Background: an optimization exercise with open tools, aiming at small area and a short achievable clock period. Do not read the settings as production practice. The RTL was checked by simulation tests, not by an equivalence proof against the original design. Power is estimated from default activity; no workload was simulated.

==> design/flow/design.v <==
module regfile(clk,rst,a1,a2,a3,we,wd,rd1,rd2);
    input          clk, rst;
    input   [4:0]  a1, a2, a3;
    input          we;
    input   [31:0] wd;
    output  [31:0] rd1, rd2;
    reg     [31:0] rf [1:31];
    integer        i;
    always @(posedge clk or posedge rst)
       if (rst) begin
          for (i = 1; i < 32; i = i + 1)
             rf[i] <= 32'b0;
       end else if (we && a3 != 5'd0)
          rf[a3] <= wd;
    assign rd1 = (a1 != 5'd0) ? rf[a1] : 32'b0;
    assign rd2 = (a2 != 5'd0) ? rf[a2] : 32'b0;
endmodule
module mips(clk,rst,imem_addr,imem_rdata,dmem_addr,dmem_wdata,dmem_we,dmem_rdata);
    input         clk;
    input         rst;
    output [31:0] imem_addr;
    input  [31:0] imem_rdata;
    output [31:0] dmem_addr;
    output [31:0] dmem_wdata;
    output        dmem_we;
    input  [31:0] dmem_rdata;
    wire [31:0] instr = imem_rdata;
    wire [5:0]  op    = instr[31:26];
    wire [5:0]  funct = instr[5:0];
    wire [4:0]  rs    = instr[25:21];
    wire [4:0]  rt    = instr[20:16];
    wire [4:0]  rd    = instr[15:11];
    wire [15:0] imm   = instr[15:0];
    wire rtype  = (op == 6'h00);
    wire i_addu = rtype & (funct == 6'h21);
    wire i_subu = rtype & (funct == 6'h23);
    wire i_slt  = rtype & (funct == 6'h2a);
    wire i_jr   = rtype & (funct == 6'h08);
    wire i_addi = (op == 6'h08) | (op == 6'h09);
    wire i_ori  = (op == 6'h0d);
    wire i_lui  = (op == 6'h0f);
    wire i_lw   = (op == 6'h23);
    wire i_sw   = (op == 6'h2b);
    wire i_beq  = (op == 6'h04);
    wire i_j    = (op == 6'h02);
    wire i_jal  = (op == 6'h03);
    wire regwe = i_addu | i_subu | i_slt | i_addi | i_ori | i_lui | i_lw | i_jal;
    wire [4:0] a3 = rtype ? rd : (i_jal ? 5'd31 : rt);
    reg  [31:2] pc;
    wire [31:2] pc4 = pc + 30'd1;
    wire [31:0] rsv, rtv, wd;
    regfile GPR(clk, rst, rs, rt, a3, regwe, wd, rsv, rtv);
    wire [31:0] bimm = i_lui ? {imm, 16'b0} : {{16{imm[15]}}, imm};
    wire [31:0] addr = rsv + bimm;
    wire        sub  = i_subu | i_slt;
    wire [32:0] rr   = {1'b0, rsv} + {1'b0, rtv ^ {32{sub}}} + {32'b0, sub};
    wire        ltu  = ~rr[32];
    wire [31:0] orv  = rsv | {16'b0, imm};
    assign wd = i_lw            ? dmem_rdata :
                i_jal           ? {pc4, 2'b00} :
                i_slt           ? {31'b0, ltu} :
                i_ori           ? orv :
                (i_addu|i_subu) ? rr[31:0] :
                                  addr;
    wire        eq   = (rsv == rtv);
    wire [31:2] btgt = pc4 + {{14{imm[15]}}, imm};
    wire [31:2] npc  = (i_beq & eq)  ? btgt :
                       (i_j | i_jal) ? {pc[31:28], instr[25:0]} :
                       i_jr          ? rr[31:2] :
                                       pc4;
    always @(posedge clk or posedge rst)
       if (rst) pc <= 30'h0c00;
       else     pc <= npc;
    assign imem_addr  = {pc, 2'b00};
    assign dmem_addr  = addr;
    assign dmem_wdata = rtv;
    assign dmem_we    = i_sw;
endmodule
==> design/flow/run.sh <==
#!/bin/bash
# synth_recipe.tcl (not shown) runs the flow's synth.tcl, then flattens the netlist and writes it again
# the make line also repeats each setting of config.mk as NAME=value (left out here)
make -C /OpenROAD-flow-scripts/flow DESIGN_CONFIG=/design/flow/config.mk WORK_HOME=/design/flow/orfs CLKGATE_MAP_FILE= SYNTH_SCRIPT=/design/flow/synth_recipe.tcl finish
==> design/flow/config.mk <==
export PLATFORM = sky130hd
export DESIGN_NAME = mips
export DESIGN_NICKNAME = mips
export VERILOG_FILES = /design/flow/design.v
export SDC_FILE = /design/flow/constraint.sdc
export NUM_CORES = 8
export LEC_CHECK = 0
export CAP_MARGIN = 20
export CORE_MARGIN = 2
export CORE_UTILIZATION = 40
export SETUP_SLACK_MARGIN = 0.6
export SLEW_MARGIN = 20
==> design/flow/constraint.sdc <==
create_clock -name core_clock -period 24.0 [get_ports {clk}]
set_input_delay 4.8000 -clock core_clock [delete_from_list [all_inputs] [get_ports {clk}]]
set_output_delay 4.8000 -clock core_clock [all_outputs]
set_load 0.01 [all_outputs]
==> run notes <==
Run status:
- The run finished with no timing, DRC or antenna violations.

CTS:
- Counting along the longest clock path gives a buffer depth of 3.
- The number of buffers created by CTS is 112.
- In this run the number of H-tree levels came out at 3.
- The number of clock sinks seen by CTS is 1,022.
- Gates resized during post-CTS repair numbered 0.
- The hold-fix buffer count after cts is 0.
- The post-CTS repair timing setup buffer count is 0.
- The root buffer cell chosen for the clock tree is clkbuf_16.
- For the worst-skew pair, the clock arrives at the later sink with an insertion delay of 0.82 ns.
- The clock-pin slew of the registers on the worst-case setup and hold paths is 0.06 ns.
- The clock tree from TritonCTS is built.

Yosys:
- The synthesized area divided by synthesized cell count is 9.16 µm².
- The share of the Yosys chip area taken by registers is 43.3%.
- The number of warning messages in the yosys log is 3.
- The synthesized design spends more area on one cell type than any other, namely dfrtp_1.
- Among all flip-flop cells after synthesis, the most frequent one is dfrtp_1.
- Counting flops with a built-in enable in the synthesized netlist gives 0.
- The synthesis-stage register bit count is 1,022.
- Counting every instance in the synthesized netlist gives 6,446.
- Summed over its instances, the top area cell type makes up 43.2% of the synthesized netlist area.
- In the post-synthesis netlist, the biggest area contributors are dfrtp_1, a22oi_1, mux2_2.
- Yosys mapped the design onto 122 distinct sky130hd cell types.
- In this run the cell area of the synthesized design comes to 59,000 µm².
- Counting flops with an async set or reset pin after synthesis yields a share of 100%.

Timing:
- Setup violations remaining at the end of the flow were counted as 0.
- The number of hold-slack violations in the final timing report is 0.
- Setup repair after global routing left no endpoint under its margin.
- The final period utilization is 72.9%.
- The worst slew margin relative to its limit is 20.4%.
- The worst setup skew after layout is 0.0618 ns.
- The fmax is 57.1 MHz.
- The actual transition at the worst max-transition pin is 1.19 ns.
- The aggregate negative setup slack is 0 ns.
- The number of slew-limit violations in the final report was 0.
- The routed design could run at a clock period as short as 17.50 ns.

Setup path:
- The critical path startpoint category is a primary input.
- The critical path is of the primary input to primary output type.
- The endpoint type of the worst setup path is a primary output.
- The end of the worst register-to-register path is GPR.rf[20][18].
- The most critical setup path has its startpoint at imem_rdata[25].
- At the worst endpoint, the required time is 19.20 ns.
- The reg2reg setup slack is 16.40 ns.
- The end of the critical path is dmem_addr[16].
- The startpoint identified for the worst register-to-register timing path is GPR.rf[12][0].
- The signal arrival time at the worst endpoint is 12.70 ns.
- Along the worst path, the maximum fanout reaches 16.
- Measured in cells, the most critical reg-to-reg path has a length of 22.

Routing:
- The number of detailed-routing iterations run before antenna repair is 20.
- The detailed router placed 60,900 vias in this run.
- Wires add up to 344,000 µm.
- The remaining routing DRC violations is 0.
- The detailed router's first-iteration violation count is 11,300.
- After detailed routing, the number of vias per cell comes to 7.25.
- Once detail routing completed, the nets flagged for antenna violations numbered 0.
- In the final routed layout, each cell accounts on average for 40.8 µm.

Job:
- Across the run, the number of max-cap violations was 0.

Global routing:
- The first global-routing pass estimated 466,000 µm of wire.
- Entering global routing, the biggest net connects 185 pins.
- The initial antenna violation count is 20.
- The number of global-route vias before repair came to 56,700.
- The most crowded layer after global routing is met2.
- The total global-route track usage is 44.1%.
- The met1 global-route usage is 54.9%.
- Summed over all layers, the global routing overflow is 0.
- The global-route track usage on met3 is 20.8%.
- The routing usage on met2 is 59.2%.

Min path:
- The path class of the tightest hold or removal check is flip-flop to flip-flop.

Floorplan:
- 163 I/O pins were placed.
- The die covers 151,000 µm².
- The floorplan die width is 388 µm.
- The standard-cell row count is 140.
- The floorplan step defined a core boundary enclosing 146,000 µm².
- The initial cell density of the core is 40.4%.
- From bottom edge to top edge, the die measures 388 µm.

Final layout:
- In the final design database the tool counted 6,532 nets.
- The sequential cell area in the final layout is 25,600 µm².
- Of the cells placed in the final design, the portion with a size suffix greater than 1 is 15.6%.
- Cells fill 46.3% of the core in the end.
- The area growth from synthesis to layout is 14.5%.
- The multi-input combinational cells in the finished layout cover a total of 31,900 µm².
- The number of filler cells placed in the layout is 14,000.

Power:
- The power density over the cells is 80.0 nW/µm².
- The highest ir drop seen on vdd is 0.0661 mV.
- For this design the static power due to leakage is 0.0307 µW.

Placed design:
- The HPWL after detailed placement is 221,000 µm.
- The count of port buffers added during placement is 160.
- The global placer's final weighted congestion is 1.05.
final cells by class:
| type | instances | area share, % |
|---|---|---|
| tap | 1917 | 3.55 |
| sequential | 1022 | 37.8 |
| clock buffer | 146 | 4.62 |
| timing repair buffer | 392 | 5.00 |
| multi-input combinational | 4808 | 47.2 |
| inverter | 49 | 0.278 |
| antenna | 12 | 0.0444 |
| clock inverter | 65 | 1.49 |
metal layers:
metal  share of wire, %  vias to the layer above  routed length, µm
met4                9.5                       24              32500
met2                 39                     5734             132000
met1                 36                    29600             124000
met3                 16                     1851              54200
met5              0.075                        -                258
li1                   -                    23700                  -
worst max-delay path, cell delays in order:
cell	delay (ns)
clkdlybuf4s50_1	0.46
buf_4	0.33
nand2b_1	0.58
nor2_4	0.91
buf_4	0.47
a22o_1	0.20
a221oi_1	0.05
nand3_1	0.15
or4_1	0.59
ha_1	0.40
o21ai_0	0.34
o21bai_1	0.14
a21o_1	0.20
a21oi_1	0.27
a22oi_1	0.17
o21ai_0	0.47
a21oi_1	0.17
o21bai_1	0.32
a21oi_1	0.15
a21oi_1	0.37
o21ai_0	0.17
xor2_1	0.32
clkdlybuf4s50_1	0.62
how the worst min path moves through the flow:
stage             startpoint            end  depth (start not counted)
5_1_grt        GPR.rf[30][5]  GPR.rf[30][5]                          2
4_1_cts        GPR.rf[25][8]  GPR.rf[25][8]                          2
2_1_floorplan   GPR.rf[8][7]   GPR.rf[8][7]                          2
3_5_place_dp   GPR.rf[25][8]  GPR.rf[25][8]                          2
6_report       GPR.rf[25][8]  GPR.rf[25][8]                          2
3_3_place_gp    GPR.rf[8][7]   GPR.rf[8][7]                          2
synth_stat cells (87+ instances only):
cell type / instances
nor2_1: 311
and3_1: 212
nand4_1: 132
xnor2_1: 114
dfrtp_1: 1020
clkbuf_1: 447
a22oi_1: 620
nand3_1: 175
a221oi_1: 87
mux2_2: 373
nand2_1: 1100
a21oi_1: 204
o21ai_0: 442
power by group:
part	switching (µW)	internal (µW)
clock	815	1140
combinational	866	430
sequential	237	1920
total	1920	3480
flip-flops by register name (all words and copies together), names as in the netlist:
register,flops
GPR.rf,992
pc,30
metrics by stage:
stage | instances | cell area (µm²) | setup slack, ns | hold WS (ns) | total power, µW
after floorplan | 6447 | 59000 | 5.12 | 0.450 | 2820
after global placement | 8186 | 63400 | 6.82 | 0.467 | 3400
after detailed placement | 8187 | 63400 | 6.80 | 0.486 | 3410
after CTS | 8398 | 67500 | 6.77 | 0.502 | 5340
after global routing | 8400 | 67500 | 6.39 | 0.518 | 5540
final | 8411 | 67600 | 6.50 | 0.504 | 5400
cell usage in the layout (no fill, tap or decap), types with 85 or more instances in the layout:
master / instances
a21oi_1: 197
a221oi_1: 85
a22oi_1: 620
and3_1: 212
buf_4: 227
clkbuf_16: 112
clkdlybuf4s50_1: 155
dfrtp_1: 1020
mux2_2: 373
nand2_1: 1093
nand3_1: 174
nand4_1: 132
nor2_1: 223
nor2_4: 94
o21ai_0: 442
xnor2_1: 114
logic make-up after synthesis:
| kind of cell | count (synthesis) | share of synthesized area [%] |
|---|---|---|
| adders and majority gates | 84 | 1.81 |
| other | 1 | 0.00635 |
| muxes | 405 | 7.73 |
| AOI/OAI and AO/OA | 1889 | 22.3 |
| xor gates and xnor gates | 181 | 2.70 |
| buffers and inverters | 617 | 4.33 |
| and+or+nand+nor | 2247 | 17.8 |
| DFF | 1022 | 43.3 |

[afterwards: timing with drivers on the ports]
Ports are ideal in the flow. The routed layout listed here was re-timed in OpenROAD.
Step 1 assumes that a clkbuf_16 drives the clock port and a buf_2 every other input.
Step 2 moves the port delays by t, midway between the first and last clock arrival at a register: inputs arrive t later, outputs are due t later. That takes back most of the time a late clock gives input paths.
a / b / c = no drivers / after step 1 / after step 2; a / b = the first two.
t (ns): 0.866
setup WS [ns]: 6.498 / 6.460 / 6.460
latest minus earliest clock arrival (ns): 0.062 / 0.062
slew at the worst register clock pin (ns): 0.07 / 0.07
After both steps this run still meets setup and hold. The setup slack of this run moves by -0.038 ns with the drivers and by -0.038 ns with both steps.
